Background: an optimization exercise with open tools, aiming at small area. Do not read the settings as production practice.
In this exercise RTL edits were held to simulation tests only and were not proved equivalent to the original.
The flow treats the clock pin as an ideal source, which a real chip does not have.

## before
==> flow/design.v <==
module ev20aoi222( input a0, input s0, input a1, input s1, input a2, input s2,
                   output y );
	assign y = ~((a0 & s0) | (a1 & s1) | (a2 & s2));
endmodule
module ev20aoi22( input a0, input s0, input a1, input s1, output y );
	assign y = ~((a0 & s0) | (a1 & s1));
endmodule
module ev20B3BUSA( input [4:0] inSel,
                   input [16*32-1:0] regs,
                   input pol,
                   output [15:0] outputA );
	wire [31:0] sel;
	genvar i, b;
	generate
		for (i = 0; i < 32; i = i + 1) begin : dec
			assign sel[i] = (inSel == i);
		end
		for (b = 0; b < 16; b = b + 1) begin : bt
			wire [31:0] d;
			wire [10:0] g;
			for (i = 0; i < 32; i = i + 1) begin : in
				assign d[i] = regs[16*i + b];
			end
			for (i = 0; i < 10; i = i + 1) begin : grp
				ev20aoi222 u( .a0(d[3*i]), .s0(sel[3*i]), .a1(d[3*i+1]), .s1(sel[3*i+1]),
				              .a2(d[3*i+2]), .s2(sel[3*i+2]), .y(g[i]) );
			end
			ev20aoi22 ul( .a0(d[30]), .s0(sel[30]), .a1(d[31]), .s1(sel[31]), .y(g[10]) );
			assign outputA[b] = (~&g) ^ pol;
		end
	endgenerate
endmodule
module ev20B3BUSB( input [5:0] inSel,
                   input [16*36-1:0] regs,
                   input pol,
                   output [15:0] outputB );
	wire [35:0] sel;
	wire polv = pol & (inSel < 6'd36) & (inSel != 6'd34);
	genvar i, b;
	generate
		for (i = 0; i < 36; i = i + 1) begin : dec
			assign sel[i] = (inSel == i);
		end
		for (b = 0; b < 16; b = b + 1) begin : bt
			wire [35:0] d;
			wire [11:0] g;
			for (i = 0; i < 36; i = i + 1) begin : in
				assign d[i] = regs[16*i + b];
			end
			for (i = 0; i < 12; i = i + 1) begin : grp
				ev20aoi222 u( .a0(d[3*i]), .s0(sel[3*i]), .a1(d[3*i+1]), .s1(sel[3*i+1]),
				              .a2(d[3*i+2]), .s2(sel[3*i+2]), .y(g[i]) );
			end
			assign outputB[b] = (~&g) ^ polv;
		end
	endgenerate
endmodule
module ev20hold( input dn, input en, input s, input en_n, output y );
	assign y = ~((s | en) & (dn | en_n));
endmodule
module ev20holdw( input d, input en, input q, input en_n, output y );
	assign y = (d & en) | (q & en_n);
endmodule
module ev20registerBank( input CK5,
                         input [4:0] selA,
                         input [5:0] selB,
                         input [5:0] selC,
                         input [15:0] Cbus,
                         input [15:0] ToW,
                         input MR,
                         output [15:0] toA,
                         output [15:0] toB,
                         output [15:0] FromW );
	reg pol;
	always @(negedge CK5)
		pol <= ~pol;
	wire [15:0] dnC = Cbus ^ {16{pol}};
	wire [15:0] dW = MR ? ToW : Cbus;
	wire [16*36-1:0] regs;
	genvar i, b;
	generate
		for (i = 0; i < 36; i = i + 1) begin : r
			wire en = (i == 34) ? (MR | (selC == i)) : (selC == i);
			wire en_n = (i == 34) ? ~(MR | (selC == i)) : (selC != i);
			wire [15:0] nx;
			reg [15:0] q;
			for (b = 0; b < 16; b = b + 1) begin : bt
				if (i == 34) begin : w
					ev20holdw h( .d(dW[b]), .en(en), .q(q[b]), .en_n(en_n), .y(nx[b]) );
				end else begin : p
					ev20hold h( .dn(dnC[b]), .en(en), .s(q[b]), .en_n(en_n), .y(nx[b]) );
				end
			end
			always @(negedge CK5)
				q <= nx;
			assign regs[16*i +: 16] = q;
		end
	endgenerate
	ev20B3BUSA busA( .inSel(selA), .regs(regs[16*32-1:0]), .pol(pol), .outputA(toA) );
	ev20B3BUSB busB( .inSel(selB), .regs(regs), .pol(pol), .outputB(toB) );
	assign FromW = regs[16*34 +: 16];
endmodule
Settings: LEC_CHECK=0, CAP_MARGIN=15, CORE_MARGIN=2, CORE_UTILIZATION=50, GPL_TIMING_DRIVEN=0, SETUP_SLACK_MARGIN=0.3, SLEW_MARGIN=15, SYNTH_HIERARCHICAL=1; clock period 12.0 ns.
standard.sh (not shown) runs the stock make flow with config.mk's settings and CLKGATE_MAP_FILE= SYNTH_SCRIPT=/design/flow/synth_recipe.tcl, a recipe that flattens the netlist after the stock synthesis.
==> flow/flow/run.sh <==
#!/bin/bash
# Own flow: the standard layout (standard.sh, standard synthesis) with:
#  - ports buffered with buf_1;
#  - before repair_design, gates put back to their smallest size (pre_resize.tcl);
#  - the clock inverter (the registers load on the falling edge) kept as the one
#    root of the clock tree instead of being cloned next to every register
#    (pre_cts.tcl), as a clkinv_4; CTS builds the tree below it with clkbuf_16, no dummy loads.
# Each tool's full log is in orfs/logs/...; make's own output is in flow_make.log.
set -euo pipefail
W=$PWD
F=$W/flow
bash standard.sh \
  PRE_RESIZE_TCL=$F/pre_resize.tcl \
  PRE_CTS_TCL=$F/pre_cts.tcl \
  "BUFFER_PORTS_ARGS=-buffer_cell sky130_fd_sc_hd__buf_1" \
  "CTS_ARGS=-sink_clustering_enable -repair_clock_nets -dont_use_dummy_load -buf_list sky130_fd_sc_hd__clkbuf_16 -sink_clustering_size 25 -sink_clustering_max_diameter 100" \
  finish > $W/flow_make.log 2>&1
Other scripts of this flow, unchanged in this note and not shown: flow/flow/pre_cts.tcl, flow/flow/pre_resize.tcl
The final layout from before, which completed every stage, passed the timing, DRC and antenna checks at the end of the flow.
The following lists how after was set up differently from before:
==> flow/design.v <==
module ev20aoi222( input a0, input s0, input a1, input s1, input a2, input s2,
                   output y );
	assign y = ~((a0 & s0) | (a1 & s1) | (a2 & s2));
endmodule
module ev20aoi22( input a0, input s0, input a1, input s1, output y );
	assign y = ~((a0 & s0) | (a1 & s1));
endmodule
module ev20B3BUSA( input [4:0] inSel,
                   input [16*32-1:0] regs,
                   output [15:0] outputA );
	wire [31:0] sel;
	genvar i, b;
	generate
		for (i = 0; i < 32; i = i + 1) begin : dec
			assign sel[i] = (inSel == i);
		end
	endgenerate
	generate
		for (b = 0; b < 16; b = b + 1) begin : bt
			wire [31:0] d;
			wire [10:0] g;
			for (i = 0; i < 32; i = i + 1) begin : in
				assign d[i] = regs[16*i + b];
			end
			for (i = 0; i < 10; i = i + 1) begin : grp
				ev20aoi222 u( .a0(d[3*i]), .s0(sel[3*i]), .a1(d[3*i+1]), .s1(sel[3*i+1]),
				              .a2(d[3*i+2]), .s2(sel[3*i+2]), .y(g[i]) );
			end
			ev20aoi22 ul( .a0(d[30]), .s0(sel[30]), .a1(d[31]), .s1(sel[31]), .y(g[10]) );
			assign outputA[b] = ~&g;
		end
	endgenerate
endmodule
module ev20B3BUSB( input [5:0] inSel,
                   input [16*36-1:0] regs,
                   output [15:0] outputB );
	wire [35:0] sel;
	genvar i, b;
	generate
		for (i = 0; i < 36; i = i + 1) begin : dec
			assign sel[i] = (inSel == i);
		end
		for (b = 0; b < 16; b = b + 1) begin : bt
			wire [35:0] d;
			wire [11:0] g;
			for (i = 0; i < 36; i = i + 1) begin : in
				assign d[i] = regs[16*i + b];
			end
			for (i = 0; i < 12; i = i + 1) begin : grp
				ev20aoi222 u( .a0(d[3*i]), .s0(sel[3*i]), .a1(d[3*i+1]), .s1(sel[3*i+1]),
				              .a2(d[3*i+2]), .s2(sel[3*i+2]), .y(g[i]) );
			end
			assign outputB[b] = ~&g;
		end
	endgenerate
endmodule
module ev20hold( input d, input en, input q, input en_n, output y );
	assign y = (d & en) | (q & en_n);
endmodule
module ev20registerBank( input CK5,
                         input [4:0] selA,
                         input [5:0] selB,
                         input [5:0] selC,
                         input [15:0] Cbus,
                         input [15:0] ToW,
                         input MR,
                         output [15:0] toA,
                         output [15:0] toB,
                         output [15:0] FromW );
	wire [16*36-1:0] regs;
	genvar i, b;
	generate
		for (i = 0; i < 36; i = i + 1) begin : r
			wire en = (i == 34) ? (MR | (selC == i)) : (selC == i);
			wire en_n = (i == 34) ? ~(MR | (selC == i)) : (selC != i);
			wire [15:0] d = (i == 34) ? (MR ? ToW : Cbus) : Cbus;
			wire [15:0] nx;
			reg [15:0] q;
			for (b = 0; b < 16; b = b + 1) begin : bt
				ev20hold h( .d(d[b]), .en(en), .q(q[b]), .en_n(en_n), .y(nx[b]) );
			end
			always @(negedge CK5)
				q <= nx;
			assign regs[16*i +: 16] = q;
		end
	endgenerate
	ev20B3BUSA busA( .inSel(selA), .regs(regs[16*32-1:0]), .outputA(toA) );
	ev20B3BUSB busB( .inSel(selB), .regs(regs), .outputB(toB) );
	assign FromW = regs[16*34 +: 16];
endmodule
Notes after the runs:
Core util | after vs before | after lower. before ended up with more cell instances than after did. In the metrics for before and after, the one carrying the higher global-route total usage across every layer is before. Every stage of the flow completed for after, and the final layout passed the timing, DRC and antenna checks. On after: amount of wire on met2 after detailed routing is about 2.8% lower than what before gave. Taking before as the reference, in after core outline area now larger, met1 track demand over resource in global routing now smaller. Relative to before, synthesized instance count has gone down in after. Looking at final area, after sits about 3.6% above before. | final worst clock skew | after vs before | better |. Of after and before, it is after that has the lower relative contribution of combinational cells to total power. When after is measured against before, its complex-gate fraction of the synthesized area turns out 4.7 points higher.
